Context: an optimization exercise on an open-source flow, tuned for small area, a short achievable clock period and few clock cycles per item. The choices shown serve that exercise and are no tape-out recipe.
Function was not checked in any run shown here: the RTL went through the layout flow alone.
Power is estimated from default activity; no workload was simulated.

**flow/run.sh**
```bash
#!/bin/bash
# Layout flow: the standard ORFS flow, with two changes.
#  1. Synthesis is ORFS's own script (with the standard flow's -nofsm -noshare wrapper,
#     flatten and renaming, as in synth_recipe.tcl), but ABC maps with the
#     script in flow/abc.script and full/half adder extraction can be skipped.
#  2. The port buffers inserted during placement are buf cells instead of
#     the slow clkdlybuf cells that buffer_ports picks by default.
# Settings come from flow/params.sh. Each tool's output goes to its own log.
set -euo pipefail
HERE=$(pwd)
source "$HERE/flow/params.sh"
export MY_ABC_SCRIPT="$HERE/flow/abc.script"
export MY_NOFA
export BUFFER_PORTS_ARGS="-buffer_cell $PORT_BUFFER"
sed "s#SYNTH_SCRIPT=[^ ]*#SYNTH_SCRIPT=$HERE/flow/synth.tcl#" standard.sh > my_standard.sh
bash my_standard.sh finish > flow_make.log 2>&1
```
**flow/abc.script**
```
strash
dch
map -a
topo
stime -c
```
**flow/params.sh**
```bash
MY_NOFA=1
PORT_BUFFER=sky130_fd_sc_hd__buf_1
```
**flow/synth.tcl**
```tcl
# synth_recipe.tcl with two hooks: abc runs flow/abc.script (MY_ABC_SCRIPT),
# and extract_fa is skipped when MY_NOFA is 1.
proc synth {args} { yosys synth -nofsm -noshare {*}$args }
proc abc {args} {
  set out {}
  set skip 0
  foreach a $args {
    if {$skip} { set skip 0; continue }
    if {$a eq "-script" || $a eq "-D"} { set skip 1; continue }
    lappend out $a
  }
  lappend out -script $::env(MY_ABC_SCRIPT)
  yosys abc {*}$out
}
if {$::env(MY_NOFA)} { proc extract_fa {args} {} }
source $::env(SCRIPTS_DIR)/synth.tcl
# left out here: clear keep_hierarchy, flatten, clean up, hide names made inside functions, write 1_2_yosys.v
```
**standard.sh**
```bash
#!/bin/bash
# synth_recipe.tcl (not shown) runs the flow's synth.tcl, then flattens the netlist and writes it again
# the make line also repeats each setting of config.mk as NAME=value (left out here)
make -C /OpenROAD-flow-scripts/flow DESIGN_CONFIG=/design/flow/config.mk WORK_HOME=/design/flow/orfs CLKGATE_MAP_FILE= SYNTH_SCRIPT=/design/flow/synth_recipe.tcl "${@:-finish}"
```
**config.mk**
```make
export PLATFORM = sky130hd
export DESIGN_NAME = sqrt_mult_system
export DESIGN_NICKNAME = sqrt_mult_system
export VERILOG_FILES = /design/flow/design.v
export SDC_FILE = /design/flow/constraint.sdc
export NUM_CORES = 4
export LEC_CHECK = 0
export CAP_MARGIN = 20
export CORE_MARGIN = 2
export CORE_UTILIZATION = 40
export SETUP_SLACK_MARGIN = 1.4
export SLEW_MARGIN = 20
```
**constraint.sdc**
```tcl
create_clock -name core_clock -period 5.0 [get_ports {clk_i}]
set_input_delay 1.0000 -clock core_clock [delete_from_list [all_inputs] [get_ports {clk_i}]]
set_output_delay 1.0000 -clock core_clock [all_outputs]
set_load 0.01 [all_outputs]
```
**design.v**
```verilog
module sqrt_mult_system (
    input clk_i,
    input rst_i,
    input start_i,
    input [7:0] a_bi,
    input [7:0] b_bi,
    output [15:0] result,
    output done
);
    function [3:0] isqrt;
        input [7:0] x;
        integer k;
        begin
            isqrt = 4'd0;
            for (k = 1; k < 16; k = k + 1)
                if (x >= k * k) isqrt = k;
        end
    endfunction
    wire [3:0] s = isqrt(b_bi);
    wire c1 = b_bi >= 8'd1;
    wire c2 = b_bi >= 8'd4;
    wire c3 = b_bi >= 8'd9;
    wire c4 = b_bi >= 8'd16;
    wire c5 = b_bi >= 8'd25;
    wire c6 = b_bi >= 8'd36;
    wire c7 = b_bi >= 8'd49;
    wire c8 = b_bi >= 8'd64;
    wire c9 = b_bi >= 8'd81;
    wire c10 = b_bi >= 8'd100;
    wire c11 = b_bi >= 8'd121;
    wire c12 = b_bi >= 8'd144;
    wire c13 = b_bi >= 8'd169;
    wire c14 = b_bi >= 8'd196;
    wire c15 = b_bi >= 8'd225;
    wire sb0 = (c1 & ~c2) | (c3 & ~c4) | (c5 & ~c6) | (c7 & ~c8) | (c9 & ~c10) | (c11 & ~c12) | (c13 & ~c14) | c15;
    wire sb1 = (c2 & ~c3) | (c3 & ~c4) | (c6 & ~c7) | (c7 & ~c8) | (c10 & ~c11) | (c11 & ~c12) | (c14 & ~c15) | c15;
    wire sb2 = (c4 & ~c5) | (c5 & ~c6) | (c6 & ~c7) | (c7 & ~c8) | (c12 & ~c13) | (c13 & ~c14) | (c14 & ~c15) | c15;
    wire sb3 = (c8 & ~c9) | (c9 & ~c10) | (c10 & ~c11) | (c11 & ~c12) | (c12 & ~c13) | (c13 & ~c14) | (c14 & ~c15) | c15;
    wire pp0_0 = a_bi[0] & sb0;
    wire pp0_1 = a_bi[1] & sb0;
    wire pp0_2 = a_bi[2] & sb0;
    wire pp0_3 = a_bi[3] & sb0;
    wire pp0_4 = a_bi[4] & sb0;
    wire pp0_5 = a_bi[5] & sb0;
    wire pp0_6 = a_bi[6] & sb0;
    wire pp0_7 = a_bi[7] & sb0;
    wire pp1_0 = a_bi[0] & sb1;
    wire pp1_1 = a_bi[1] & sb1;
    wire pp1_2 = a_bi[2] & sb1;
    wire pp1_3 = a_bi[3] & sb1;
    wire pp1_4 = a_bi[4] & sb1;
    wire pp1_5 = a_bi[5] & sb1;
    wire pp1_6 = a_bi[6] & sb1;
    wire pp1_7 = a_bi[7] & sb1;
    wire pp2_0 = a_bi[0] & sb2;
    wire pp2_1 = a_bi[1] & sb2;
    wire pp2_2 = a_bi[2] & sb2;
    wire pp2_3 = a_bi[3] & sb2;
    wire pp2_4 = a_bi[4] & sb2;
    wire pp2_5 = a_bi[5] & sb2;
    wire pp2_6 = a_bi[6] & sb2;
    wire pp2_7 = a_bi[7] & sb2;
    wire pp3_0 = a_bi[0] & sb3;
    wire pp3_1 = a_bi[1] & sb3;
    wire pp3_2 = a_bi[2] & sb3;
    wire pp3_3 = a_bi[3] & sb3;
    wire pp3_4 = a_bi[4] & sb3;
    wire pp3_5 = a_bi[5] & sb3;
    wire pp3_6 = a_bi[6] & sb3;
    wire pp3_7 = a_bi[7] & sb3;
    wire c1s1 = pp0_1 ^ pp1_0;
    wire c1c1 = pp0_1 & pp1_0;
    wire c1s2 = pp0_2 ^ pp1_1 ^ pp2_0;
    wire c1c2 = (pp0_2 & pp1_1) | (pp2_0 & (pp0_2 | pp1_1));
    wire c1s3 = pp0_3 ^ pp1_2 ^ pp2_1;
    wire c1c3 = (pp0_3 & pp1_2) | (pp2_1 & (pp0_3 | pp1_2));
    wire c1s4 = pp0_4 ^ pp1_3 ^ pp2_2;
    wire c1c4 = (pp0_4 & pp1_3) | (pp2_2 & (pp0_4 | pp1_3));
    wire c1s5 = pp0_5 ^ pp1_4 ^ pp2_3;
    wire c1c5 = (pp0_5 & pp1_4) | (pp2_3 & (pp0_5 | pp1_4));
    wire c1s6 = pp0_6 ^ pp1_5 ^ pp2_4;
    wire c1c6 = (pp0_6 & pp1_5) | (pp2_4 & (pp0_6 | pp1_5));
    wire c1s7 = pp0_7 ^ pp1_6 ^ pp2_5;
    wire c1c7 = (pp0_7 & pp1_6) | (pp2_5 & (pp0_7 | pp1_6));
    wire c1s8 = pp1_7 ^ pp2_6;
    wire c1c8 = pp1_7 & pp2_6;
    wire c2s2 = c1s2 ^ c1c1;
    wire c2c2 = c1s2 & c1c1;
    wire c2s3 = c1s3 ^ c1c2 ^ pp3_0;
    wire c2c3 = (c1s3 & c1c2) | (pp3_0 & (c1s3 | c1c2));
    wire c2s4 = c1s4 ^ c1c3 ^ pp3_1;
    wire c2c4 = (c1s4 & c1c3) | (pp3_1 & (c1s4 | c1c3));
    wire c2s5 = c1s5 ^ c1c4 ^ pp3_2;
    wire c2c5 = (c1s5 & c1c4) | (pp3_2 & (c1s5 | c1c4));
    wire c2s6 = c1s6 ^ c1c5 ^ pp3_3;
    wire c2c6 = (c1s6 & c1c5) | (pp3_3 & (c1s6 | c1c5));
    wire c2s7 = c1s7 ^ c1c6 ^ pp3_4;
    wire c2c7 = (c1s7 & c1c6) | (pp3_4 & (c1s7 | c1c6));
    wire c2s8 = c1s8 ^ c1c7 ^ pp3_5;
    wire c2c8 = (c1s8 & c1c7) | (pp3_5 & (c1s8 | c1c7));
    wire c2s9 = pp2_7 ^ c1c8 ^ pp3_6;
    wire c2c9 = (pp2_7 & c1c8) | (pp3_6 & (pp2_7 | c1c8));
    wire f_g3 = c2s3 & c2c2;
    wire f_p3 = c2s3 ^ c2c2;
    wire f_g4 = c2s4 & c2c3;
    wire f_p4 = c2s4 ^ c2c3;
    wire f_g5 = c2s5 & c2c4;
    wire f_p5 = c2s5 ^ c2c4;
    wire f_g6 = c2s6 & c2c5;
    wire f_p6 = c2s6 ^ c2c5;
    wire f_g7 = c2s7 & c2c6;
    wire f_p7 = c2s7 ^ c2c6;
    wire f_g8 = c2s8 & c2c7;
    wire f_p8 = c2s8 ^ c2c7;
    wire f_g9 = c2s9 & c2c8;
    wire f_p9 = c2s9 ^ c2c8;
    wire f_g10 = pp3_7 & c2c9;
    wire f_p10 = pp3_7 ^ c2c9;
    wire f_s0_1p = c1s1 & pp0_0;
    wire f_s0_3p = f_p3 & c2s2;
    wire f_s0_5g = f_g5 | (f_p5 & f_g4);
    wire f_s0_5p = f_p5 & f_p4;
    wire f_s0_7g = f_g7 | (f_p7 & f_g6);
    wire f_s0_7p = f_p7 & f_p6;
    wire f_s0_9g = f_g9 | (f_p9 & f_g8);
    wire f_s0_9p = f_p9 & f_p8;
    wire f_s1_2p = c2s2 & f_s0_1p;
    wire f_s1_3p = f_s0_3p & f_s0_1p;
    wire f_s1_6g = f_g6 | (f_p6 & f_s0_5g);
    wire f_s1_6p = f_p6 & f_s0_5p;
    wire f_s1_7g = f_s0_7g | (f_s0_7p & f_s0_5g);
    wire f_s1_7p = f_s0_7p & f_s0_5p;
    wire f_s1_10g = f_g10 | (f_p10 & f_s0_9g);
    wire f_s1_10p = f_p10 & f_s0_9p;
    wire f_s2_4g = f_g4 | (f_p4 & f_g3);
    wire f_s2_4p = f_p4 & f_s1_3p;
    wire f_s2_5g = f_s0_5g | (f_s0_5p & f_g3);
    wire f_s2_5p = f_s0_5p & f_s1_3p;
    wire f_s2_6g = f_s1_6g | (f_s1_6p & f_g3);
    wire f_s2_6p = f_s1_6p & f_s1_3p;
    wire f_s2_7g = f_s1_7g | (f_s1_7p & f_g3);
    wire f_s2_7p = f_s1_7p & f_s1_3p;
    wire f_s3_8g = f_g8 | (f_p8 & f_s2_7g);
    wire f_s3_8p = f_p8 & f_s2_7p;
    wire f_s3_9g = f_s0_9g | (f_s0_9p & f_s2_7g);
    wire f_s3_9p = f_s0_9p & f_s2_7p;
    wire f_s3_10g = f_s1_10g | (f_s1_10p & f_s2_7g);
    wire f_s3_10p = f_s1_10p & f_s2_7p;
    wire f_s4 = f_p4 ^ f_g3;
    wire f_s5 = f_p5 ^ f_s2_4g;
    wire f_s6 = f_p6 ^ f_s2_5g;
    wire f_s7 = f_p7 ^ f_s2_6g;
    wire f_s8 = f_p8 ^ f_s2_7g;
    wire f_s9 = f_p9 ^ f_s3_8g;
    wire f_s10 = f_p10 ^ f_s3_9g;
    wire [11:0] prod = {f_s3_10g, f_s10, f_s9, f_s8, f_s7, f_s6, f_s5, f_s4, f_p3, c2s2, c1s1, pp0_0};
    reg        done_r;
    reg [11:0] res_r;
    always @(posedge clk_i) begin
        done_r <= start_i & ~rst_i;
        res_r  <= prod;
    end
    assign result = {4'b0, res_r};
    assign done   = done_r;
endmodule
```
==> results of run 1 <==
==> routing by layer <==
| metal | routed length, µm | vias to the layer above |
|---|---|---|
| met3 | 202 | 8 |
| met2 | 1967 | 56 |
| met5 | 0 | - |
| li1 | - | 884 |
| met4 | 92 | 0 |
| met1 | 1593 | 765 |
==> worst max-delay path, delay by kind of cell <==
kind,cells,cell delay (ns)
xor+xnor,3,0.56
fa+ha+maj,2,0.65
simple gates,12,1.33
compound gates,3,0.37
buf+inv,4,0.35
==> cell usage in the layout (no fill, tap or decap), drive strengths merged, types with 2 or more instances in the layout <==
master | Yosys | final
inv | 0 | 12
a211oi | 2 | 2
nor3 | 3 | 3
xor2 | 16 | 16
nor2 | 50 | 50
clkbuf | 0 | 6
clkinv | 53 | 41
a21oi | 17 | 17
a31oi | 2 | 2
dfxtp | 13 | 13
o21ai | 12 | 12
xnor2 | 8 | 8
conb | 1 | 4
nand2 | 49 | 49
maj3 | 2 | 2
nand3 | 7 | 7
buf | 4 | 56
==> final timing paths <==
kind | startpoint | to | slack [ns]
min | rst_i | done_r$_DFF_P_ | 0.88
max | b_bi[7] | res_r[10]$_DFF_P_ | 0.90
==> through the flow <==
step                total power [mW]  area (µm²)  std cells
floorplan                     0.3985        1521        251
global placement              0.4679        1695        328
detailed placement            0.4695        1695        328
CTS                           0.5747        1914        343
global route                  0.6858        2186        355
finish                        0.6317        2186        355
==> cell type report <==
cell class	count	area share (%)
clock buffers	4	1.202
inverters	53	11.28
multi-input cells	181	55.81
flip-flops and latches	13	11.91
well taps	46	2.633
repair buffers	58	17.17
==> logic make-up after synthesis <==
group | count (synthesis) | share of synthesized area [%]
and+or+nand+nor | 111 | 31.29
buffers and inverters | 57 | 16.50
AOI/OAI and AO/OA | 40 | 16.59
xor gates and xnor gates | 24 | 15.15
DFF | 13 | 18.76
adders and majority gates | 2 | 1.443
other | 1 | 0.2703
==> power by group through the flow <==
| stage | registers, mW | clock network, mW | logic (mW) |
|---|---|---|---|
| after floorplan | 0.179 | 0 | 0.219 |
| after detailed placement | 0.157 | 0 | 0.313 |
| after global placement | 0.155 | 0 | 0.312 |
| after CTS | 0.154 | 0.0670 | 0.353 |
| after global routing | 0.158 | 0.0744 | 0.453 |
| final | 0.154 | 0.0651 | 0.413 |
==> sequential cells by signal, summed over array words and instances, names as in the netlist <==
name	cells
res_r	12
done_r	1
==> repair_timing <==
action,in CTS,in global routing
setup buffers,11,12
gates resized for setup,33,57
setup endpoints to repair,8,8
pin swaps,23,26
hold endpoints to repair,0,0
==> run notes, run 1 <==
switching share of power 43.97%; #FFs+latches synth 13; syn avg cell area 5.595 µm²; final core utilization 65.50%; EDFF count, synth 0; Routed Wire Length 3.855 mm; Power Dens Cells 289.0 mW/mm²; element type at the critical path end register; Final Max Slew Viols 0; period utilisation layout 82.01%; final setup TNS 0 ns; M1 GR Usage 21.58%; fillers 315; DR vias/cell 4.825; layout cell share with drive strength beyond 1 39.81%; average wire per standard cell 10.86 µm; Max-Cap Viols 0; H-tree Lvls 1; Min Hold Slack 0.8760 ns; worst min path class in2reg; CTS root buf clkbuf_4; Initial Util 41.58%; clock buffer depth 2; P_sw 277.8 µW; CP Class in2reg; router iterations before antenna repair 4; area of the multi-input gates 0.001220 mm²; clk sinks 13; register area share after synthesis 18.76%; Rows 21; Core Box Area 0.003337 mm²; via count 1713; Hold Crit Depth 2; Leakage 0.9403 nW; grt peak-use layer met2; post-route ant nets 0; distinct cell type count after synthesis 24; initial antenna violation count 0; outcome no timing/DRC/antenna violations; Area Growth Syn to Fin 57.53%; Final Worst Setup Slack 0.8995 ns; Die Wd 62.90 µm; vias in the first global route 1449; fmax 243.9 MHz; startpoint types input pin; area of the die 0.003956 mm²; dpl ws 0.05923 ns; unrepaired setup endpoints after global routing yes; critical-path cell list buf_12, nor2_4, clkinv_4, nor2_4, nor3_4, a311oi_2, nand3_1, nor2_4, nor2_2, inv_2, nor2_2, nor2_2, xor2_1, nor2_2, clkinv_1, nand2_2, xor2_2, maj3_2, maj3_2, nand2_2, a31oi_4, nand3_2, o21ai_2, xor2_1; Critical Path Fanout Max 6; Reg area 260.3 µm²; diodes inserted 0; Fin. Hold Viols 0; CTS tree yes; largest stage delay on the critical path 0.33 ns; grt met3 use 3.423%; Internal 353.9 µW; Tmin final 4.100 ns; I/O pin count 36; Comb power frac 65.4%; Post-synth top flop dfxtp_1; first-pass GRT wire length 5.913 mm; Synth Instances 248; most frequent cells after synthesis 53 x clkinv_1, 50 x nor2_1, 49 x nand2_1; most frequent cell after synthesis clkinv_1; synth top area cells dfxtp_1 19%, clkinv_1 14%, nor2_1 14%, nand2_1 13%, xor2_1 10%; hold buffers post-CTS 0; Port Buf Inserts 31; Die Ht 62.90 µm; share of the synthesized area in the top cell type 18.76%; post-synth top area cell dfxtp_1; Num CTS Buffers 3; WP data required 5.16 ns; DP HPWL 2.643 mm; VDD IR max 123.8 µV; met2 Resource Use GR 31.91%; global route overflow 0; WP data arrival 4.26 ns; largest net degree at the start of global routing 9; Synth async-reset ratio 0%; drt drc 0; Seq pwr share 24.3%; Iteration-0 DRC Markers 68; critical path's slowest cell maj3_2; most frequent CP cell nor2_2; # setup viols final 0; gr usage total 18.21%; # nets final 329; clk slew on worst S/H paths 0.08 ns; Clk pwr share 10.3%; synthesized area 0.001388 mm²; RD Place Congestion 0.8001; Yosys warnings 1
==> run 2, diff against run 1 <==
==> flow/abc.script (replaced) <==
strash
dch
map -D 2000
topo
stime -c
==> run notes, run 2 <==
Yosys warnings 1; CP startpoint b_bi[3]; VDD IR max 107.5 µV; Post-DP Area 0.001914 mm²; Rows 23; DP HPWL 3.487 mm; final std cells w/o fill 426; share of the synthesized area in the top cell type 20.07%; Leakage 1.215 nW; diodes inserted 0; CTS root buf clkbuf_8; Bufs and invs on worst path 4; synth top area cells nand2_1 20%, dfxtp_1 15%, nand3_1 11%, clkinv_1 7.1%, nor2_1 7.1%; critical path's slowest cell nand3b_1; Post-synth top flop dfxtp_1; period utilisation layout 74.86%; Num CTS Buffers 3; biggest registers after layout res_r: 12 flops, done_r: 1 flops; Port Buf Inserts 31; initial antenna violation count 0; synthesized area 0.001702 mm²; Routed Wire Length 6.124 mm; grt peak-use layer met2; router iterations before antenna repair 5; unrepaired setup endpoints after global routing yes; Core Box Area 0.004058 mm²; global route overflow 0; cell family with most CP delay simple AND/OR/NAND/NOR gates; average wire per standard cell 14.38 µm; Largest register FFs 12; critical-path cell list buf_6, inv_8, nand2_8, nor2_4, nand2_2, nand3_4, o221ai_1, nand3b_1, buf_4, nand4_1, buf_4, o2bb2ai_2, nand3_4, o2bb2ai_4, nand3_4, nand2_4, nor2_4, nand4_1, a21oi_2, o22ai_1, nand2_1; outcome no timing/DRC/antenna violations; H-tree Lvls 1; largest net degree at the start of global routing 10; gr usage total 20.89%; most frequent cells after synthesis 91 x nand2_1, 36 x nand3_1, 32 x clkinv_1, 32 x nor2_1, 16 x a21oi_1; #FFs+latches synth 13; post-placement cell count 385; # nets final 396; fillers 306; Synth Instances 305; post-synth top area cell nand2_1; Initial Util 41.94%; # setup viols final 0; Die Ht 69.23 µm; Max-Cap Viols 0; Largest Register res_r; grt met3 use 1.599%; Power Dens Cells 274.2 mW/mm²; met2 Resource Use GR 35.47%; element type at the critical path end register; drt drc 0; CP Class in2reg; via count 2437; Final Max Slew Viols 0; Die Wd 69.23 µm; most common cell after layout, fill and taps aside nand2_1; CTS tree yes; syn avg cell area 5.579 µm²; Area Growth Syn to Fin 68.60%; Hold Crit Start rst_i; clk sinks 13; worst min path class in2reg; vias in the first global route 2111; fmax 267.2 MHz; startpoint types input pin; most frequent cell after synthesis nand2_1; layout cell share with drive strength beyond 1 40.43%; RD Place Congestion 0.8777; first-pass GRT wire length 8.562 mm; final instance area 0.002869 mm²; final setup TNS 0 ns; post-route ant nets 0; clock buffer depth 2; largest stage delay on the critical path 0.24 ns; M1 GR Usage 25.22%; Tmin final 3.743 ns; final core utilization 70.71%; DR vias/cell 5.721; EDFF count, synth 0; Synth async-reset ratio 0%; WP data arrival 3.93 ns; area of the die 0.004792 mm²; clk slew on worst S/H paths 0.06 ns; register area share after synthesis 15.29%; Critical Path Fanout Max 6; Iteration-0 DRC Markers 127; WP data required 5.19 ns; most frequent cells in the layout 69 x nand2_1, 28 x buf_4, 23 x buf_1, 21 x nor2_1, 21 x nand3_1; I/O pin count 36; distinct cell type count after synthesis 34; Fin. Hold Viols 0; most frequent CP cell nand3_4
[run 2: cell type report]
class	instances	area, µm²	share of cell area [%]
inverter	32	162.7	5.669
timing repair buffer	68	500.5	17.44
sequential	13	260.3	9.071
multi-input combinational	259	1838	64.06
clock buffer	4	45.04	1.570
tap	50	62.56	2.181
[run 2: logic make-up after synthesis]
group | synth area share [%]
AO/OA/AOI/OAI | 22.13
XOR/XNOR | 5.147
buffers and inverters | 8.824
flip-flops | 15.29
other | 0.2204
AND/OR/NAND/NOR | 48.38
[run 2: where the power goes]
group / switching [mW] / total (mW) / internal (mW)
clock: 0.0373 / 0.0936 / 0.0563
sequential: 0.00818 / 0.150 / 0.142
combinational: 0.323 / 0.543 / 0.220
[run 2: through the flow]
step | total power, mW | hold WS (ns) | setup WS, ns
after global placement | 0.5060 | 1.155 | 0.6528
after global routing | 0.8403 | 0.9345 | 1.057
after CTS | 0.6797 | 0.9013 | 1.351
final | 0.7866 | 0.9034 | 1.257
after floorplan | 0.4279 | 1.071 | 1.400
after detailed placement | 0.5056 | 1.155 | 0.6175
[run 2: final timing paths]
check,end,cells after the start
min,done_r$_DFF_P_,2
max,res_r[9]$_DFF_P_,21
[run 2: what timing repair did]
item | CTS | global route
endpoints found under the hold margin | 0 | 0
pin swaps | 36 | 56
endpoints found under the setup margin | 9 | 8
hold buffers | 0 | 0
setup buffers | 22 | 15
gates resized for setup | 66 | 108
[run 2: routing by layer]
metal  part of all wire (%)  wire length [µm]
met1                     38              2302
met2                     52              3202
met3                    6.1               375
met4                    4.0               244
met5                      0                 0
==> run 3, diff against run 2 <==
==> flow/abc.script (replaced) <==
strash
dch
map -a
topo
stime -c
--- a/config.mk
+++ b/config.mk
@@ -8,5 +8,5 @@
 export CAP_MARGIN = 20
 export CORE_MARGIN = 2
 export CORE_UTILIZATION = 40
-export SETUP_SLACK_MARGIN = 1.4
+export SETUP_SLACK_MARGIN = 1.8
 export SLEW_MARGIN = 20
==> run notes, run 3 <==
vias in the first global route 1530; Final Worst Setup Slack 0.9747 ns; most frequent cells in the layout 39 x nand2_1, 29 x clkinv_1, 24 x buf_4, 23 x nor2_1, 23 x buf_1; Area Growth Syn to Fin 60.23%; period utilisation layout 80.51%; router iterations before antenna repair 4; most frequent cell after synthesis clkinv_1; global route overflow 0; Power Dens Cells 301.3 mW/mm²; via count 1696; mux cell area share after synthesis 0%; share of the synthesized area in the top cell type 18.76%; unrepaired setup endpoints after global routing yes; main combinational cell family by area after synthesis simple AND/OR/NAND/NOR gates; Die Ht 62.90 µm; cell family with most CP delay simple AND/OR/NAND/NOR gates; post-synth top area cell dfxtp_1; critical-path cell list clkbuf_2, nor2_2, a21oi_2, inv_2, nor3_2, a311oi_2, nand3_1, nor2_4, nor2_2, inv_2, nor2_4, nor2_4, xor2_2, nor2_2, clkinv_2, nand2_2, xor2_2, maj3_2, maj3_2, nand2_2, a31oi_4, nand3_4, o21ai_2, xor2_1; I/O pin count 36; Leakage 0.9512 nW; area of the die 0.003956 mm²; element type at the critical path end register; Post-DP Area 0.001705 mm²; Synth async-reset ratio 0%; # setup viols final 0; Synth Instances 248; clk slew on worst S/H paths 0.09 ns; final setup TNS 0 ns; synthesized area 0.001388 mm²; Final Max Slew Viols 0; initial antenna violation count 0; H-tree Lvls 1; DP HPWL 2.649 mm; layout cell share with drive strength beyond 1 41.69%; final instance area 0.002223 mm²; distinct cell type count after synthesis 24; Core Box Area 0.003337 mm²; largest net degree at the start of global routing 9; Max-Cap Viols 0; WP data required 5.17 ns; Largest register FFs 12; Port Buf Inserts 31; outcome no timing/DRC/antenna violations; biggest registers after layout res_r: 12 flops, done_r: 1 flops; CP Class in2reg; most common cell after layout, fill and taps aside nand2_1; Yosys warnings 1; post-synthesis simple-gate area fraction 31.29%; register area share after synthesis 18.76%; Tmin final 4.025 ns; post-route ant nets 0; Compound-Gate Fraction of Synth Area 16.59%; RD Place Congestion 0.8165; Adder-Cell Fraction of Synth Area 1.443%; CTS tree yes; fmax 248.4 MHz; VDD IR max 125.2 µV; clk sinks 13; Initial Util 41.58%; Min Hold Slack 0.8603 ns; Routed Wire Length 3.956 mm; drt drc 0; WP data arrival 4.20 ns; critical path's slowest cell maj3_2; Largest Register res_r; most frequent cells after synthesis 53 x clkinv_1, 50 x nor2_1, 49 x nand2_1; #FFs+latches synth 13; Rows 21; Fin. Hold Viols 0; post-synthesis xor/xnor area fraction 15.15%; # nets final 327; gr usage total 18.55%; Critical Path Fanout Max 6; EDFF count, synth 0; Iteration-0 DRC Markers 63; clock buffer depth 2; Bufs and invs on worst path 4; Post-synth top flop dfxtp_1; first-pass GRT wire length 6.023 mm; Num CTS Buffers 3; startpoint types input pin; largest stage delay on the critical path 0.33 ns; worst min path class in2reg; average wire per standard cell 11.21 µm; CTS root buf clkbuf_4; syn avg cell area 5.595 µm²; diodes inserted 0; dpl ws 0.03639 ns; synth top area cells dfxtp_1 19%, clkinv_1 14%, nor2_1 14%, nand2_1 13%, xor2_1 10%; DR vias/cell 4.805; Die Wd 62.90 µm
[run 3: cell count changes in the layout (fill, tap and decap cells not counted), sizes merged, moves of 12 or more]
cell | previous run | this run
nand2 | 91 | 49
buf | 68 | 54
clkinv | 22 | 37
nand3 | 36 | 7
nor2 | 32 | 50
nand4 | 13 | 1
[run 3: logic make-up (layout without fill, tap and decap cells)]
family	count (synthesis)	in the layout
other cells	1	4
xor+xnor	24	24
compound gates	40	40
simple gates	111	111
fa+ha+maj	2	2
flops	13	13
buf+inv	57	113
[run 3: worst paths after layout]
kind / start / slack (ns) / to / cells after the start
worst max-delay path: b_bi[1] / 0.97 / res_r[10]$_DFF_P_ / 24
worst min-delay path: rst_i / 0.86 / done_r$_DFF_P_ / 2
[run 3: metrics by stage]
stage / cells / utilization, % / total power, mW
floorplan: 251 / - / 0.3993
global placement: 329 / 51.11 / 0.4706
detailed placement: 329 / 51.11 / 0.4706
CTS: 343 / 57.29 / 0.5976
global route: 353 / 66.63 / 0.7264
finish: 353 / 66.63 / 0.6699
[run 3: final cells by class]
cell class / count / area (µm²)
multi-input cells: 181 / 1266
fillers: 323 / 1114
repair buffers: 56 / 359.1
flip-flops and latches: 13 / 260.3
inverters: 53 / 254.0
well taps: 46 / 57.56
clock buffers: 4 / 26.28
[run 3: report_power, final]
part           switching (mW)  internal, mW
registers             0.00810         0.145
logic                   0.250         0.197
clock network          0.0382        0.0309
total                   0.297         0.373
[run 3: layer usage]
layer	vias to the layer above	GRT usage, %	routed length (µm)
met4	0	5.000	0
met2	46	34.18	2176
met1	776	21.92	1633
met3	0	3.063	146
li1	874	-	-
met5	-	0	0
[run 3: what timing repair did]
| action | in CTS | in global routing |
|---|---|---|
| setup buffers | 10 | 10 |
| pin swaps | 17 | 38 |
| setup endpoints to repair | 9 | 9 |
| resized for setup | 36 | 78 |
| hold buffers | 0 | 0 |
==> run 4, diff against run 3 <==
==> flow/abc.script (replaced) <==
strash
dch
map -D 2000
topo
stime -c
==> run notes, run 4 <==
biggest registers after layout res_r: 12 flops, done_r: 1 flops; CTS tree yes; Critical Path Fanout Max 6; initial antenna violation count 0; Synth async-reset ratio 0%; Iteration-0 DRC Markers 86; layout cell share with drive strength beyond 1 32.88%; CP Class in2reg; WP data arrival 3.99 ns; Rows 23; final setup TNS 0 ns; vias in the first global route 1995; Bufs and invs on worst path 4; Largest Register res_r; DR vias/cell 5.451; drt drc 0; worst min path class in2reg; largest stage delay on the critical path 0.30 ns; most frequent cells after synthesis 91 x nand2_1, 36 x nand3_1, 32 x clkinv_1, 32 x nor2_1, 16 x a21oi_1; CTS root buf clkbuf_8; global route overflow 0; critical-path cell list buf_6, nor2_4, inv_4, o21ai_4, clkinv_2, o211ai_1, nand3b_1, buf_4, nand4_1, o211ai_1, nand3_4, o2bb2ai_4, nand3_2, nand2_2, nor2_2, nand4_1, a21oi_2, o22ai_1, nand2_1; Yosys warnings 1; final instance area 0.002559 mm²; Num CTS Buffers 3; most frequent cell after synthesis nand2_1; Routed Wire Length 5.012 mm; Comb power frac 66.9%; Die Wd 69.23 µm; WP data required 5.18 ns; Internal 389.6 µW; Min Hold Slack 0.9235 ns; final core utilization 63.06%; Post-synth top flop dfxtp_1; # nets final 385; P_sw 324.0 µW; Tmin final 3.812 ns; Clk pwr share 12.1%; period utilisation layout 76.25%; Largest register FFs 12; I/O pin count 36; gr usage total 19.44%; register area share after synthesis 15.29%; synth top area cells nand2_1 20%, dfxtp_1 15%, nand3_1 11%, clkinv_1 7.1%, nor2_1 7.1%; clock buffer depth 2; # setup viols final 0; post-synth top area cell nand2_1; first-pass GRT wire length 8.128 mm; clk slew on worst S/H paths 0.05 ns; H-tree Lvls 1; unrepaired setup endpoints after global routing yes; #FFs+latches synth 13; VDD IR max 89.13 µV; largest net degree at the start of global routing 9; Leakage 1.105 nW; outcome no timing/DRC/antenna violations; critical path's slowest cell o211ai_1; via count 2262; share of the synthesized area in the top cell type 20.07%; area of the die 0.004792 mm²; most common cell after layout, fill and taps aside nand2_1; cell family with most CP delay simple AND/OR/NAND/NOR gates; diodes inserted 0; synthesized area 0.001702 mm²; Die Ht 69.23 µm; switching share of power 45.41%; Core Box Area 0.004058 mm²; Synth Instances 305; Fin. Hold Viols 0; syn avg cell area 5.579 µm²; Area Growth Syn to Fin 50.37%; Initial Util 41.94%; distinct cell type count after synthesis 34; EDFF count, synth 0; Power Dens Cells 278.9 mW/mm²; RD Place Congestion 0.8415; Port Buf Inserts 31; clk sinks 13; fmax 262.3 MHz; startpoint types input pin; Final Max Slew Viols 0; Post-DP Area 0.001992 mm²; average wire per standard cell 12.08 µm; Max-Cap Viols 0; post-route ant nets 0; element type at the critical path end register; DP HPWL 3.552 mm; Seq pwr share 21.0%; most frequent cells in the layout 81 x nand2_1, 25 x buf_4, 24 x nand3_1, 23 x nor2_1, 23 x buf_1; router iterations before antenna repair 4
==> run 4: cell count changes after synthesis, moves of 4 or more <==
cell | previous run | this run
xnor2_1 | 8 | 1
nand2_1 | 49 | 91
clkinv_1 | 53 | 32
nand4_1 | 1 | 13
o2bb2ai_1 | 0 | 4
xor2_1 | 16 | 9
nand3_1 | 7 | 36
nor2_1 | 50 | 32
==> run 4: cell type report <==
cell class | count | area, µm²
sequential | 13 | 260.3
fill | 371 | 1499
timing repair buffer | 57 | 354.1
clock buffer | 4 | 45.04
tap | 50 | 62.56
inverter | 32 | 141.4
multi-input combinational | 259 | 1695
==> run 4: repair_timing <==
action	CTS	global route
gates cloned	0	0
setup endpoints to repair	9	9
setup buffers	21	4
hold endpoints to repair	0	0
resized for setup	55	34
pin swaps	34	27
hold buffers	0	0
==> run 4: power by group through the flow <==
stage               clock network, mW  logic, mW  registers (mW)
detailed placement                  0      0.366           0.152
global placement                    0      0.365           0.152
floorplan                           0      0.264           0.174
finish                         0.0866      0.477           0.150
CTS                            0.0896      0.434           0.150
global route                   0.0929      0.527           0.153
==> run 4: kinds of logic after synthesis <==
logic type / synth area share (%)
AOI/OAI and AO/OA: 22.13
and+or+nand+nor: 48.38
other: 0.2204
DFF: 15.29
xor gates and xnor gates: 5.147
buffers and inverters: 8.824
==> run 4: through the flow <==
stage | instances | worst slack [ns] | power (mW)
CTS | 411 | 1.312 | 0.6736
finish | 415 | 1.188 | 0.7136
global placement | 386 | 0.5645 | 0.5172
detailed placement | 386 | 0.5805 | 0.5179
floorplan | 308 | 1.443 | 0.4376
global route | 415 | 1.017 | 0.7730
==> run 4: worst paths after layout <==
check / startpoint / end / slack, ns / depth (start not counted)
worst max-delay path: b_bi[5] / res_r[9]$_DFF_P_ / 1.19 / 19
worst min-delay path: rst_i / done_r$_DFF_P_ / 0.92 / 2
==> run 4: routing by layer <==
metal | up-vias | share of wire [%] | GRT usage [%]
met3 | 10 | 2.5 | 0.4360
met2 | 53 | 50 | 34.40
met1 | 1025 | 46 | 25.58
met4 | 0 | 1.8 | 6.100
li1 | 1174 | - | -
met5 | - | 0 | 0
==> run 5, diff against run 4 <==
==> flow/abc.script (replaced) <==
strash
dch
map -D 2400
topo
stime -c
buffer -c
upsize -c -D 2400
dnsize -c -D 2400
==> run notes, run 5 <==
clk slew on worst S/H paths 0.05 ns; unrepaired setup endpoints after global routing yes; most common cell after layout, fill and taps aside nand2_1; Fin. Hold Viols 0; Final Max Slew Viols 0; Final Worst Setup Slack 1.213 ns; layout cell share with drive strength beyond 1 28.71%; Die Wd 66.73 µm; synthesized area 0.001574 mm²; Iteration-0 DRC Markers 74; router iterations before antenna repair 4; post-placement cell count 330; VDD IR max 88.65 µV; Routed Wire Length 3.946 mm; Post-synth top flop dfxtp_1; average wire per standard cell 11.24 µm; global route overflow 0; most frequent cells after synthesis 61 x nand2_1, 31 x nor2_1, 27 x inv_1; Port Buf Inserts 31; final setup TNS 0 ns; Leakage 0.9897 nW; most frequent CP cell nand2_1; biggest registers after layout res_r: 12 flops, done_r: 1 flops; final std cells w/o fill 351; clock buffer depth 2; largest net degree at the start of global routing 9; Largest register FFs 12; Largest Register res_r; outcome no timing/DRC/antenna violations; Min Hold Slack 0.9113 ns; area of the die 0.004453 mm²; Synth Instances 253; RD Place Congestion 0.9101; #FFs+latches synth 13; syn avg cell area 6.221 µm²; CTS root buf clkbuf_8; post-synth top area cell dfxtp_1; drt drc 0; Die Ht 66.73 µm; Core Box Area 0.003716 mm²; Worst Setup EP res_r[9]$_DFF_P_; initial antenna violation count 0; WP data required 5.14 ns; WP data arrival 3.92 ns; Initial Util 42.36%; fmax 264.1 MHz; # setup viols final 0; startpoint types input pin; Power Total 669.2 µW; # nets final 323; critical path's slowest cell or2_4; first-pass GRT wire length 6.258 mm; Max-Cap Viols 0; worst min path class in2reg; CP startpoint b_bi[7]; distinct cell type count after synthesis 43; synth top area cells dfxtp_1 17%, nand2_1 15%, nor2_1 7.4%, inv_1 6.4%, xor2_1 5.6%; CTS tree yes; final core utilization 55.96%; DR vias/cell 4.997; CP Class in2reg; I/O pin count 36; Area Growth Syn to Fin 32.11%; register area share after synthesis 16.53%; Rows 22; post-route ant nets 0; Synth async-reset ratio 0%; largest stage delay on the critical path 0.31 ns; vias in the first global route 1528; clk sinks 13; most frequent cells in the layout 56 x nand2_1, 28 x buf_1, 27 x nor2_1, 26 x inv_1, 18 x buf_4; most frequent cell after synthesis nand2_1; DP HPWL 2.925 mm; H-tree Lvls 1; critical-path cell list buf_2, inv_2, nand2_2, nor2_1, nor3_2, a21oi_2, o2111ai_4, or2_4, nand4_1, nand2_1, xor2_2, a21o_1, nand2_1, xnor2_2, nand3b_1, nand4_1, nand3b_4, a21oi_2, nand3b_1, nand2_1; diodes inserted 0; via count 1754; Hold Crit Depth 2; share of the synthesized area in the top cell type 16.53%; Power Dens Cells 321.8 mW/mm²; Post-DP Area 0.001739 mm²; gr usage total 17.91%; dpl ws 0.8538 ns; Yosys warnings 1; EDFF count, synth 0; Critical Path Fanout Max 6; final instance area 0.002079 mm²; element type at the critical path end register; Tmin final 3.787 ns; period utilisation layout 75.73%; Num CTS Buffers 3
-- run 5: cell count changes after synthesis, sizes merged, moves of 5 or more --
cell / delta
nor2: +7
or2: +5
nand4: -6
nand3: -24
inv: +31
a21oi: -5
xnor2: +7
nand2: -25
clkinv: -32
-- run 5: area by class of cell --
cell class                 count  area [µm²]
tap                           48       60.06
inverter                      31       116.4
multi-input combinational    206        1343
clock buffer                   4       45.04
timing repair buffer          49       255.2
sequential                    13       260.3
fill                         390        1637
-- run 5: repair_timing --
| action | CTS | global route |
|---|---|---|
| buffers inserted | 10 | 7 |
| gates resized for setup | 13 | 24 |
| pin swaps | 10 | 5 |
| endpoints found under the setup margin | 9 | 9 |
| hold buffers | 0 | 0 |
-- run 5: how the worst min path moves through the flow --
stage	startpoint	slack [ns]	end
after global placement	rst_i	1.16	done_r$_DFF_P_
after detailed placement	rst_i	1.16	done_r$_DFF_P_
after global routing	rst_i	0.93	done_r$_DFF_P_
final	rst_i	0.91	done_r$_DFF_P_
after CTS	rst_i	0.91	done_r$_DFF_P_
after floorplan	rst_i	1.07	done_r$_DFF_P_
-- run 5: cells by family after synthesis --
logic type	Yosys count	share of synthesized area, %
flip-flops	13	16.53
XOR/XNOR	18	10.02
AO/OA/AOI/OAI	44	20.03
AND/OR/NAND/NOR	140	43.32
other	1	0.2382
buffers and inverters	37	9.856
-- run 5: layer usage --
metal  vias to the layer above  share of wire [%]  track usage, %
met2                        41                 50           33.25
met4                         0                1.8           7.398
met1                       783                 44           20.80
met3                         7                3.6           1.520
met5                         -                  0               0
li1                        923                  -               -
-- run 5: power by group --
part           switching (mW)  internal (mW)  total, mW
combinational           0.249          0.178      0.427
sequential            0.00773          0.143      0.151
clock                  0.0354         0.0562     0.0916
total                   0.292          0.377      0.669
-- run 5: worst max-delay path, delay by kind of cell --
kind / cells / cell delay [ns]
AOI/OAI and AO/OA: 4 / 0.70
xor gates and xnor gates: 2 / 0.29
buffers and inverters: 2 / 0.26
and+or+nand+nor: 12 / 1.65
==> run 6, diff against run 5 <==
--- a/config.mk
+++ b/config.mk
@@ -8,5 +8,5 @@
 export CAP_MARGIN = 20
 export CORE_MARGIN = 2
 export CORE_UTILIZATION = 40
-export SETUP_SLACK_MARGIN = 1.8
+export SETUP_SLACK_MARGIN = 1.4
 export SLEW_MARGIN = 20
==> run notes, run 6 <==
Core Box Area 0.003716 mm²; global route overflow 0; final std cells w/o fill 358; critical path depth 19; area of the multi-input gates 0.001356 mm²; Die Ht 66.73 µm; Fin. Hold Viols 0; average wire per standard cell 11.35 µm; biggest registers after layout res_r: 12 flops, done_r: 1 flops; distinct cell type count after synthesis 43; unrepaired setup endpoints after global routing yes; #FFs+latches synth 13; most frequent cell after synthesis nand2_1; Routed Wire Length 4.065 mm; Largest register FFs 12; # setup viols final 0; outcome no timing/DRC/antenna violations; most frequent cells in the layout 55 x nand2_1, 26 x inv_1, 26 x nor2_1, 25 x buf_1, 24 x buf_4; diodes inserted 0; area of the die 0.004453 mm²; H-tree Lvls 1; CTS tree yes; period utilisation layout 76.33%; Initial Util 42.36%; Final Max Slew Viols 0; Worst Hold Endpoint done_r$_DFF_P_; RD Place Congestion 0.9218; Synth Instances 253; I/O pin count 36; CP Class in2reg; router iterations before antenna repair 4; WP data arrival 3.95 ns; clk slew on worst S/H paths 0.05 ns; CTS root buf clkbuf_8; Num CTS Buffers 3; Final Worst Setup Slack 1.183 ns; largest net degree at the start of global routing 9; post-synth top area cell dfxtp_1; clk sinks 13; fmax 262.0 MHz; Area Growth Syn to Fin 36.49%; register area share after synthesis 16.53%; most common cell after layout, fill and taps aside nand2_1; critical path's slowest cell or2_4; largest stage delay on the critical path 0.30 ns; Bufs and invs on worst path 1; cell family with most CP delay simple AND/OR/NAND/NOR gates; post-placement cell count 330; Yosys warnings 1; DR vias/cell 4.860; Largest Register res_r; fillers 356; EDFF count, synth 0; Hold Crit Start rst_i; drt drc 0; # nets final 330; vias in the first global route 1506; clock buffer depth 2; Port Buf Inserts 31; Slew HR 61.17%; synth top area cells dfxtp_1 17%, nand2_1 15%, nor2_1 7.4%, inv_1 6.4%, xor2_1 5.6%; synthesized area 0.001574 mm²; Die Wd 66.73 µm; Critical Path Fanout Max 4; Reg area 260.3 µm²; final setup TNS 0 ns; Post-synth top flop dfxtp_1; share of the synthesized area in the top cell type 16.53%; Leakage 1.034 nW; startpoint types input pin; Tmin final 3.817 ns; dpl ws 0.8735 ns; post-route ant nets 0; layout cell share with drive strength beyond 1 31.29%; syn avg cell area 6.221 µm²; element type at the critical path end register; Iteration-0 DRC Markers 51; hold buffers post-CTS 0; most frequent cells after synthesis 61 x nand2_1, 31 x nor2_1, 27 x inv_1; DP HPWL 2.893 mm; critical-path cell list buf_6, or2_4, o21ai_4, o21ai_2, a221oi_2, nand3_2, or2_4, nand4_1, nand2_1, xor2_2, a21o_1, nand2_2, xnor2_2, nand2_2, o21ai_2, a21oi_4, a21oi_4, nand3b_1, nand2_1; Rows 22; Synth async-reset ratio 0%; Hold Crit Depth 2; gr usage total 18.12%; Power Dens Cells 327.2 mW/mm²; WP data required 5.13 ns; initial antenna violation count 0; via count 1740; first-pass GRT wire length 6.313 mm; worst slew pin tran 0.5771 ns; worst min path class in2reg; VDD IR max 127.6 µV; Max-Cap Viols 0
[run 6: cell counts after synthesis]
No cell type changed its count.
[run 6: repair_timing]
item | in CTS | in global routing
gates cloned | 1 | 0
pin swaps | 7 | 22
resized for setup | 13 | 33
buffers inserted | 15 | 8
endpoints found under the hold margin | 0 | 0
endpoints found under the setup margin | 6 | 9
[run 6: metrics by stage]
step	hold slack (ns)	instance area, µm²	utilization (%)	power (mW)
after floorplan	1.071	1594	-	0.4373
after global placement	1.155	1739	46.80	0.5054
after detailed placement	1.158	1739	46.80	0.5075
after CTS	0.9120	1962	52.79	0.6464
after global routing	0.9334	2148	57.81	0.7636
final	0.9125	2148	57.81	0.7030
[run 6: how the worst max path moves through the flow]
stage            start                end  slack, ns
3_3_place_gp   b_bi[7]  res_r[10]$_DFF_P_       0.87
6_report       b_bi[1]   res_r[9]$_DFF_P_       1.18
5_1_grt        b_bi[1]  res_r[10]$_DFF_P_        1.0
4_1_cts        b_bi[1]   res_r[9]$_DFF_P_       1.27
2_1_floorplan  b_bi[1]  res_r[10]$_DFF_P_       1.38
3_5_place_dp   b_bi[7]  res_r[10]$_DFF_P_       0.87
[run 6: power by group]
group | internal [mW] | switching, mW
combinational | 0.197 | 0.266
clock | 0.0560 | 0.0335
sequential | 0.143 | 0.00750
total | 0.396 | 0.307
[run 6: logic make-up after synthesis]
kind of cell              share of synthesized area (%)
DFF                                               16.53
other                                            0.2382
buffers and inverters                             9.856
and+or+nand+nor                                   43.32
AOI/OAI and AO/OA                                 20.03
xor gates and xnor gates                          10.02
[run 6: cell type report]
cell class,instances,area share (%)
clock buffers,4,2.097
inverters,31,5.416
multi-input cells,207,63.13
flip-flops and latches,13,12.11
repair buffers,55,14.44
well taps,48,2.796
[run 6: routing by layer]
layer	track usage [%]	up-vias	share of wire [%]
met5	0	-	0
met4	5.102	0	1.8
met3	1.858	10	4.0
met2	34.13	41	51
met1	21.41	756	43
li1	-	933	-
==> run 7, diff against run 6 <==
--- a/design.v
+++ b/design.v
@@ -116,44 +116,60 @@
     wire f_p9 = c2s9 ^ c2c8;
     wire f_g10 = pp3_7 & c2c9;
     wire f_p10 = pp3_7 ^ c2c9;
-    wire f_s0_1p = c1s1 & pp0_0;
-    wire f_s0_3p = f_p3 & c2s2;
-    wire f_s0_5g = f_g5 | (f_p5 & f_g4);
-    wire f_s0_5p = f_p5 & f_p4;
-    wire f_s0_7g = f_g7 | (f_p7 & f_g6);
-    wire f_s0_7p = f_p7 & f_p6;
-    wire f_s0_9g = f_g9 | (f_p9 & f_g8);
-    wire f_s0_9p = f_p9 & f_p8;
-    wire f_s1_2p = c2s2 & f_s0_1p;
-    wire f_s1_3p = f_s0_3p & f_s0_1p;
-    wire f_s1_6g = f_g6 | (f_p6 & f_s0_5g);
-    wire f_s1_6p = f_p6 & f_s0_5p;
-    wire f_s1_7g = f_s0_7g | (f_s0_7p & f_s0_5g);
-    wire f_s1_7p = f_s0_7p & f_s0_5p;
-    wire f_s1_10g = f_g10 | (f_p10 & f_s0_9g);
-    wire f_s1_10p = f_p10 & f_s0_9p;
-    wire f_s2_4g = f_g4 | (f_p4 & f_g3);
-    wire f_s2_4p = f_p4 & f_s1_3p;
-    wire f_s2_5g = f_s0_5g | (f_s0_5p & f_g3);
-    wire f_s2_5p = f_s0_5p & f_s1_3p;
-    wire f_s2_6g = f_s1_6g | (f_s1_6p & f_g3);
-    wire f_s2_6p = f_s1_6p & f_s1_3p;
-    wire f_s2_7g = f_s1_7g | (f_s1_7p & f_g3);
-    wire f_s2_7p = f_s1_7p & f_s1_3p;
-    wire f_s3_8g = f_g8 | (f_p8 & f_s2_7g);
-    wire f_s3_8p = f_p8 & f_s2_7p;
-    wire f_s3_9g = f_s0_9g | (f_s0_9p & f_s2_7g);
-    wire f_s3_9p = f_s0_9p & f_s2_7p;
-    wire f_s3_10g = f_s1_10g | (f_s1_10p & f_s2_7g);
-    wire f_s3_10p = f_s1_10p & f_s2_7p;
+    wire f_k0_1p = c1s1 & pp0_0;
+    wire f_k0_2p = c2s2 & c1s1;
+    wire f_k0_3p = f_p3 & c2s2;
+    wire f_k0_4g = f_g4 | (f_p4 & f_g3);
+    wire f_k0_4p = f_p4 & f_p3;
+    wire f_k0_5g = f_g5 | (f_p5 & f_g4);
+    wire f_k0_5p = f_p5 & f_p4;
+    wire f_k0_6g = f_g6 | (f_p6 & f_g5);
+    wire f_k0_6p = f_p6 & f_p5;
+    wire f_k0_7g = f_g7 | (f_p7 & f_g6);
+    wire f_k0_7p = f_p7 & f_p6;
+    wire f_k0_8g = f_g8 | (f_p8 & f_g7);
+    wire f_k0_8p = f_p8 & f_p7;
+    wire f_k0_9g = f_g9 | (f_p9 & f_g8);
+    wire f_k0_9p = f_p9 & f_p8;
+    wire f_k0_10g = f_g10 | (f_p10 & f_g9);
+    wire f_k0_10p = f_p10 & f_p9;
+    wire f_k1_2p = f_k0_2p & pp0_0;
+    wire f_k1_3p = f_k0_3p & f_k0_1p;
+    wire f_k1_4p = f_k0_4p & f_k0_2p;
+    wire f_k1_5g = f_k0_5g | (f_k0_5p & f_g3);
+    wire f_k1_5p = f_k0_5p & f_k0_3p;
+    wire f_k1_6g = f_k0_6g | (f_k0_6p & f_k0_4g);
+    wire f_k1_6p = f_k0_6p & f_k0_4p;
+    wire f_k1_7g = f_k0_7g | (f_k0_7p & f_k0_5g);
+    wire f_k1_7p = f_k0_7p & f_k0_5p;
+    wire f_k1_8g = f_k0_8g | (f_k0_8p & f_k0_6g);
+    wire f_k1_8p = f_k0_8p & f_k0_6p;
+    wire f_k1_9g = f_k0_9g | (f_k0_9p & f_k0_7g);
+    wire f_k1_9p = f_k0_9p & f_k0_7p;
+    wire f_k1_10g = f_k0_10g | (f_k0_10p & f_k0_8g);
+    wire f_k1_10p = f_k0_10p & f_k0_8p;
+    wire f_k2_4p = f_k1_4p & pp0_0;
+    wire f_k2_5p = f_k1_5p & f_k0_1p;
+    wire f_k2_6p = f_k1_6p & f_k1_2p;
+    wire f_k2_7g = f_k1_7g | (f_k1_7p & f_g3);
+    wire f_k2_7p = f_k1_7p & f_k1_3p;
+    wire f_k2_8g = f_k1_8g | (f_k1_8p & f_k0_4g);
+    wire f_k2_8p = f_k1_8p & f_k1_4p;
+    wire f_k2_9g = f_k1_9g | (f_k1_9p & f_k1_5g);
+    wire f_k2_9p = f_k1_9p & f_k1_5p;
+    wire f_k2_10g = f_k1_10g | (f_k1_10p & f_k1_6g);
+    wire f_k2_10p = f_k1_10p & f_k1_6p;
+    wire f_k3_8p = f_k2_8p & pp0_0;
+    wire f_k3_9p = f_k2_9p & f_k0_1p;
+    wire f_k3_10p = f_k2_10p & f_k1_2p;
     wire f_s4 = f_p4 ^ f_g3;
-    wire f_s5 = f_p5 ^ f_s2_4g;
-    wire f_s6 = f_p6 ^ f_s2_5g;
-    wire f_s7 = f_p7 ^ f_s2_6g;
-    wire f_s8 = f_p8 ^ f_s2_7g;
-    wire f_s9 = f_p9 ^ f_s3_8g;
-    wire f_s10 = f_p10 ^ f_s3_9g;
-    wire [11:0] prod = {f_s3_10g, f_s10, f_s9, f_s8, f_s7, f_s6, f_s5, f_s4, f_p3, c2s2, c1s1, pp0_0};
+    wire f_s5 = f_p5 ^ f_k0_4g;
+    wire f_s6 = f_p6 ^ f_k1_5g;
+    wire f_s7 = f_p7 ^ f_k1_6g;
+    wire f_s8 = f_p8 ^ f_k2_7g;
+    wire f_s9 = f_p9 ^ f_k2_8g;
+    wire f_s10 = f_p10 ^ f_k2_9g;
+    wire [11:0] prod = {f_k2_10g, f_s10, f_s9, f_s8, f_s7, f_s6, f_s5, f_s4, f_p3, c2s2, c1s1, pp0_0};
     reg        done_r;
     reg [11:0] res_r;
     always @(posedge clk_i) begin
==> flow/abc.script (replaced) <==
strash
dch
map -a
topo
stime -c
==> run notes, run 7 <==
most frequent cells in the layout 41 x buf_4, 38 x nor2_1, 35 x nand2_1, 23 x buf_1, 19 x clkinv_1; global route overflow 0; most frequent CP cell nor2_4; RD Place Congestion 0.8698; gr usage total 19.44%; layout cell share with drive strength beyond 1 45.68%; H-tree Lvls 1; Seq pwr share 21.0%; WP data required 5.18 ns; clock buffer depth 2; most frequent cells after synthesis 69 x nor2_1, 51 x nand2_1, 42 x clkinv_1; via count 1760; average wire per standard cell 10.62 µm; # setup viols final 0; Leakage 1.025 nW; initial antenna violation count 0; clk slew on worst S/H paths 0.07 ns; Power Dens Cells 303.8 mW/mm²; most frequent cell after synthesis nor2_1; synthesized area 0.001395 mm²; router iterations before antenna repair 4; Die Ht 63.06 µm; Bufs and invs on worst path 6; register area share after synthesis 18.65%; dpl ws 0.3925 ns; largest net degree at the start of global routing 9; unrepaired setup endpoints after global routing yes; Final Worst Setup Slack 1.129 ns; fillers 282; Tmin final 3.871 ns; Routed Wire Length 3.931 mm; Iteration-0 DRC Markers 46; DR vias/cell 4.757; I/O pin count 36; Critical Path Fanout Max 6; Core Box Area 0.003337 mm²; Fin. Hold Viols 0; Synth async-reset ratio 0%; Num CTS Buffers 3; vias in the first global route 1646; Rows 21; outcome no timing/DRC/antenna violations; Yosys warnings 1; startpoint types input pin; hold buffers post-CTS 0; critical path depth 27; cell family with most CP delay simple AND/OR/NAND/NOR gates; largest stage delay on the critical path 0.28 ns; distinct cell type count after synthesis 26; final setup TNS 0 ns; P_sw 310.8 µW; Largest register FFs 12; Final Max Slew Viols 0; # nets final 344; fmax 258.3 MHz; #FFs+latches synth 13; WP data arrival 4.05 ns; most common cell after layout, fill and taps aside buf_4; post-synth top area cell dfxtp_1; first-pass GRT wire length 6.451 mm; Clk pwr share 9.0%; Area Growth Syn to Fin 70.76%; area of the die 0.003976 mm²; Post-synth top flop dfxtp_1; Initial Util 41.81%; share of the synthesized area in the top cell type 18.65%; drt drc 0; Largest Register res_r; biggest registers after layout res_r: 12 flops, done_r: 1 flops; Die Wd 63.06 µm; Synth Instances 251; CP Class in2reg; Max-Cap Viols 0; clk sinks 13; Comb power frac 69.9%; CTS tree yes; VDD IR max 115.3 µV; Hold Crit Depth 2; EDFF count, synth 0; worst min path class in2reg; period utilisation layout 77.42%; Port Buf Inserts 31; critical path's slowest cell a211oi_4; synth top area cells dfxtp_1 19%, nor2_1 19%, nand2_1 14%, clkinv_1 11%, xor2_1 9.4%; element type at the critical path end register; post-route ant nets 0; switching share of power 42.95%; diodes inserted 0; syn avg cell area 5.558 µm²; CTS root buf clkbuf_4; Internal 412.9 µW; DP HPWL 2.438 mm
run 7: through the flow:
step | utilization (%) | hold WS (ns) | power (mW) | instances | area (µm²)
4_1_cts | 62.65 | 0.8601 | 0.6294 | 357 | 2091
6_report | 71.39 | 0.8689 | 0.7237 | 370 | 2382
3_3_place_gp | 49.87 | 1.158 | 0.4673 | 327 | 1664
5_1_grt | 71.39 | 0.8511 | 0.7868 | 370 | 2382
3_5_place_dp | 49.87 | 1.157 | 0.4667 | 327 | 1664
2_1_floorplan | - | 1.071 | 0.4041 | 254 | 1520
run 7: logic make-up (layout without fill, tap and decap cells):
kind of cell,count (synthesis),after routing,share of synthesized area (%)
AND/OR/NAND/NOR,133,133,37.85
buffers and inverters,46,116,13.45
AO/OA/AOI/OAI,35,35,15.34
XOR/XNOR,23,23,14.44
flip-flops,13,13,18.65
other,1,4,0.2688
run 7: cell type report:
class / instances / area, µm² / share of cell area, %
Tap cell: 46 / 57.56 / 2.416
Multi-Input combinational cell: 195 / 1378 / 57.83
Clock buffer: 4 / 26.28 / 1.103
Timing Repair Buffer: 70 / 452.9 / 19.01
Sequential cell: 13 / 260.3 / 10.92
Inverter: 42 / 207.7 / 8.718
run 7: layer usage:
metal | share of wire, % | track usage, %
met5 | 0 | 0
met4 | 0.94 | 7.222
met3 | 3.2 | 1.786
met2 | 52 | 35.51
met1 | 44 | 23.38
run 7: timing repair:
item / 4_1_cts / 5_1_grt
pin swaps: 29 / 37
setup buffers: 26 / 13
resized for setup: 61 / 59
endpoints found under the setup margin: 7 / 8
gates cloned: 0 / 0
run 7: path summary, 6_finish.rpt:
path  startpoint                 to  slack, ns
max      b_bi[3]  res_r[11]$_DFF_P_       1.13
min        rst_i     done_r$_DFF_P_       0.87
run 7: power by group through the flow:
stage                     combinational, mW  sequential (mW)  clock, mW
after global routing                  0.554            0.156     0.0759
after floorplan                       0.226            0.178          0
final                                 0.506            0.152     0.0654
after global placement                0.312            0.155          0
after CTS                             0.408            0.152     0.0690
after detailed placement              0.312            0.155          0
==> run 8, diff against run 7 <==
==> flow/abc.script (replaced) <==
strash
dch
map -D 2000
topo
stime -c
==> run notes, run 8 <==
global route overflow 0; WP data arrival 3.87 ns; fmax 271.1 MHz; Seq pwr share 22.0%; Worst Setup EP res_r[10]$_DFF_P_; average wire per standard cell 12.27 µm; # nets final 371; drt drc 0; I/O pin count 36; router iterations before antenna repair 4; # setup viols final 0; Yosys warnings 1; Routed Wire Length 4.896 mm; most frequent cells after synthesis 86 x nand2_1, 36 x clkinv_1, 36 x nor2_1; Max-Cap Viols 0; #FFs+latches synth 13; layout cell share with drive strength beyond 1 31.34%; initial antenna violation count 0; Initial Util 42.48%; Iteration-0 DRC Markers 74; post-synth top area cell nand2_1; P_sw 307.2 µW; dpl ws 0.6708 ns; post-route ant nets 0; via count 2100; most frequent cell after synthesis nand2_1; Rows 22; first-pass GRT wire length 7.817 mm; clk sinks 13; hold buffers post-CTS 0; synthesized area 0.001590 mm²; Post-DP Area 0.001777 mm²; WP data required 5.18 ns; switching share of power 45.61%; Die Wd 67.06 µm; diodes inserted 0; RD Place Congestion 0.8501; most frequent cells in the layout 76 x nand2_1, 32 x clkinv_1, 26 x nor2_1, 23 x buf_1; CP Class in2reg; area of the die 0.004496 mm²; Synth Instances 290; Largest Register res_r; Power Dens Cells 278.3 mW/mm²; register area share after synthesis 16.37%; distinct cell type count after synthesis 29; outcome no timing/DRC/antenna violations; Final Max Slew Viols 0; CTS root buf clkbuf_8; DP HPWL 3.166 mm; Post-synth top flop dfxtp_1; worst min path class in2reg; final setup TNS 0 ns; element type at the critical path end register; EDFF count, synth 0; startpoint types input pin; biggest registers after layout res_r: 12 flops, done_r: 1 flops; Power Total 673.4 µW; unrepaired setup endpoints after global routing yes; Tmin final 3.689 ns; Clk pwr share 13.2%; Internal 366.2 µW; clk slew on worst S/H paths 0.05 ns; Area Growth Syn to Fin 52.16%; Leakage 1.040 nW; vias in the first global route 1895; share of the synthesized area in the top cell type 20.30%; synth top area cells nand2_1 20%, dfxtp_1 16%, nand3_1 10%, clkinv_1 8.5%, nor2_1 8.5%; syn avg cell area 5.484 µm²; period utilisation layout 73.78%; Port Buf Inserts 31; most common cell after layout, fill and taps aside nand2_1; largest net degree at the start of global routing 8; Largest register FFs 12; final instance area 0.002420 mm²; Synth async-reset ratio 0%; Fin. Hold Viols 0; Final Worst Setup Slack 1.311 ns; Num CTS Buffers 3; CTS tree yes; VDD IR max 88.96 µV; Comb power frac 64.7%; clock buffer depth 2; H-tree Lvls 1; DR vias/cell 5.263; gr usage total 21.65%; CP startpoint b_bi[3]; final core utilization 64.64%; Die Ht 67.06 µm; Core Box Area 0.003744 mm²; Critical Path Fanout Max 7
## run 8: cell count changes after synthesis, sizes merged, moves of 4 or more
| cell | previous run | this run |
|---|---|---|
| nand2 | 51 | 86 |
| nand3 | 1 | 33 |
| xor2 | 15 | 5 |
| clkinv | 42 | 36 |
| nor2 | 69 | 36 |
| a21oi | 6 | 10 |
| nand3b | 0 | 4 |
| o22ai | 1 | 6 |
| xnor2 | 8 | 1 |
| nand4 | 1 | 11 |
## run 8: power by group through the flow
stage	Clock, mW	Combinational [mW]	Sequential [mW]
5_1_grt	0.0979	0.486	0.153
2_1_floorplan	0	0.228	0.171
6_report	0.0891	0.436	0.148
4_1_cts	0.0903	0.367	0.149
3_3_place_gp	0	0.320	0.150
3_5_place_dp	0	0.322	0.151
## run 8: worst max-delay path: stages
cell       delay, ns
buf_8           0.10
nor4_4          0.28
buf_4           0.16
a211oi_4        0.07
a21oi_2         0.17
buf_4           0.14
nand4_1         0.20
inv_4           0.21
buf_6           0.12
o22ai_4         0.05
a21boi_4        0.15
nand3b_1        0.21
nand3_2         0.14
nand3_4         0.10
o211ai_1        0.34
nand4_1         0.19
o2bb2ai_1       0.16
nand2_1         0.06
## run 8: worst min path at each step
stage	startpoint	endpoint	cells after the start
6_report	rst_i	done_r$_DFF_P_	2
5_1_grt	rst_i	done_r$_DFF_P_	2
4_1_cts	rst_i	done_r$_DFF_P_	2
3_5_place_dp	rst_i	done_r$_DFF_P_	2
3_3_place_gp	rst_i	done_r$_DFF_P_	2
2_1_floorplan	rst_i	done_r$_DFF_P_	1
## run 8: per-layer routing
layer  vias to the layer above  share of wire, %  global-route usage [%]
li1                       1100                 -                       -
met1                       938                43                   26.06
met2                        54                52                   40.10
met3                         8               3.2                   1.182
met4                         0               1.5                   7.398
met5                         -                 0                       0
## run 8: cell families (layout without fill, tap and decap cells)
kind of cell,after synthesis,after routing,share of synthesized area [%]
DFF,13,13,16.37
xor gates and xnor gates,6,6,3.304
other,1,4,0.2358
and+or+nand+nor,179,179,49.10
buffers and inverters,40,98,10.39
AOI/OAI and AO/OA,51,51,20.61
## run 8: repair_timing
action	CTS	global route
endpoints found under the hold margin	0	0
pin swaps	14	32
endpoints found under the setup margin	8	8
gates resized for setup	35	68
buffers inserted	18	9
## run 8: cell type report
cell class,count,area [µm²]
repair buffers,58,386.6
fillers,351,1324
flip-flops and latches,13,260.3
inverters,36,143.9
well taps,48,60.06
clock buffers,4,45.04
multi-input cells,240,1524
## run 8: through the flow
step / cells / hold slack (ns)
floorplan: 293 / 1.071
global placement: 368 / 1.154
detailed placement: 368 / 1.157
CTS: 390 / 0.9148
global route: 399 / 0.9225
finish: 399 / 0.9145
==> run 9, diff against run 8 <==
==> flow/abc.script (replaced) <==
strash
dch
map -a
topo
stime -c
--- a/config.mk
+++ b/config.mk
@@ -8,5 +8,5 @@
 export CAP_MARGIN = 20
 export CORE_MARGIN = 2
 export CORE_UTILIZATION = 40
-export SETUP_SLACK_MARGIN = 1.4
+export SETUP_SLACK_MARGIN = 1.8
 export SLEW_MARGIN = 20
==> run notes, run 9 <==
Die Ht 63.06 µm; post-placement cell count 327; Largest Register res_r; # setup viols final 0; hold buffers post-CTS 0; CTS root buf clkbuf_4; Synth async-reset ratio 0%; clk slew on worst S/H paths 0.07 ns; diodes inserted 0; share of the synthesized area in the top cell type 18.65%; layout cell share with drive strength beyond 1 48.32%; average wire per standard cell 11.57 µm; grt met3 use 1.607%; vias in the first global route 1636; post-route ant nets 0; CTS tree yes; I/O pin count 36; CP Class in2reg; Leakage 1.058 nW; synth top area cells dfxtp_1 19%, nor2_1 19%, nand2_1 14%, clkinv_1 11%, xor2_1 9.4%; Power Total 766.6 µW; Power Dens Cells 307.9 mW/mm²; outcome no timing/DRC/antenna violations; Area Growth Syn to Fin 78.48%; area of the die 0.003976 mm²; Iteration-0 DRC Markers 54; global route overflow 0; distinct cell type count after synthesis 26; Die Wd 63.06 µm; clock buffer depth 2; first-pass GRT wire length 6.513 mm; router iterations before antenna repair 4; Post-synth top flop dfxtp_1; Hold Crit Start rst_i; Core Box Area 0.003337 mm²; Min Hold Slack 0.8651 ns; syn avg cell area 5.558 µm²; largest stage delay on the critical path 0.27 ns; critical path's slowest cell nor2_4; M1 GR Usage 23.46%; final std cells w/o fill 373; fmax 250.6 MHz; DR vias/cell 4.753; final setup TNS 0 ns; Initial Util 41.81%; period utilisation layout 79.80%; EDFF count, synth 0; final instance area 0.002490 mm²; WP data required 5.17 ns; biggest registers after layout res_r: 12 flops, done_r: 1 flops; Port Buf Inserts 31; via count 1773; CP startpoint b_bi[2]; Post-DP Area 0.001664 mm²; Tmin final 3.990 ns; Largest register FFs 12; VDD IR max 109.0 µV; largest net degree at the start of global routing 9; Yosys warnings 1; Synth Instances 251; H-tree Lvls 1; #FFs+latches synth 13; Num CTS Buffers 3; WP data arrival 4.16 ns; initial antenna violation count 0; final core utilization 74.62%; RD Place Congestion 0.8698; most frequent cell after synthesis nor2_1; Routed Wire Length 4.316 mm; fillers 279; synthesized area 0.001395 mm²; Rows 21; worst min path class in2reg; Final Worst Setup Slack 1.010 ns; Critical Path Fanout Max 6; drt drc 0; gr usage total 19.99%; DP HPWL 2.431 mm; met2 Resource Use GR 36.70%; grt peak-use layer met2; most frequent cells after synthesis 69 x nor2_1, 51 x nand2_1, 42 x clkinv_1; Final Max Slew Viols 0; element type at the critical path end register; register area share after synthesis 18.65%; most frequent CP cell nor2_4; startpoint types input pin; dpl ws 0.4263 ns; post-synth top area cell dfxtp_1; Max-Cap Viols 0; Fin. Hold Viols 0; most frequent cells in the layout 38 x nor2_1, 38 x buf_4, 30 x nand2_1, 23 x buf_1, 19 x clkinv_1; unrepaired setup endpoints after global routing yes; clk sinks 13; # nets final 347
run 9: layout make-up:
| cell class | count | area (µm²) | share of cell area (%) |
|---|---|---|---|
| well taps | 46 | 57.56 | 2.312 |
| repair buffers | 73 | 514.2 | 20.65 |
| flip-flops and latches | 13 | 260.3 | 10.45 |
| clock buffers | 4 | 26.28 | 1.055 |
| multi-input cells | 195 | 1419 | 56.98 |
| inverters | 42 | 212.7 | 8.543 |
run 9: final timing paths:
path | cells after the start | to
worst max-delay path | 29 | res_r[10]$_DFF_P_
worst min-delay path | 2 | done_r$_DFF_P_
run 9: cells by family after synthesis:
kind of cell	after synthesis	share of synthesized area, %
buffers and inverters	46	13.45
other	1	0.2688
and+or+nand+nor	133	37.85
xor gates and xnor gates	23	14.44
DFF	13	18.65
AOI/OAI and AO/OA	35	15.34
run 9: power by group:
| part | switching [mW] | internal, mW | leakage (nW) |
|---|---|---|---|
| logic | 0.290 | 0.258 | 0.934 |
| registers | 0.00795 | 0.144 | 0.109 |
| clock network | 0.0357 | 0.0310 | 0.0150 |
run 9: critical path, delay by kind of cell:
kind	cells	cell delay, ns
buffers and inverters	6	0.54
AND/OR/NAND/NOR	16	1.51
AO/OA/AOI/OAI	4	0.54
XOR/XNOR	3	0.55
run 9: per-layer routing:
metal  vias up  part of all wire (%)
li1        918                     -
met1       810                    43
met2        34                    53
met3        11                   2.4
met4         0                   2.1
met5         -                     0
run 9: repair_timing:
| item | 4_1_cts | 5_1_grt |
|---|---|---|
| pin swaps | 27 | 27 |
| gates resized for setup | 70 | 68 |
| setup endpoints to repair | 9 | 9 |
| setup buffers | 35 | 7 |

Setup slack of run 9, layout unchanged: 1.010 ns with ideal ports, 1.002 ns with driving cells assumed (clock clkbuf_16, inputs buf_2), 0.700 ns with port delays also shifted by the 0.301 ns mid clock arrival.
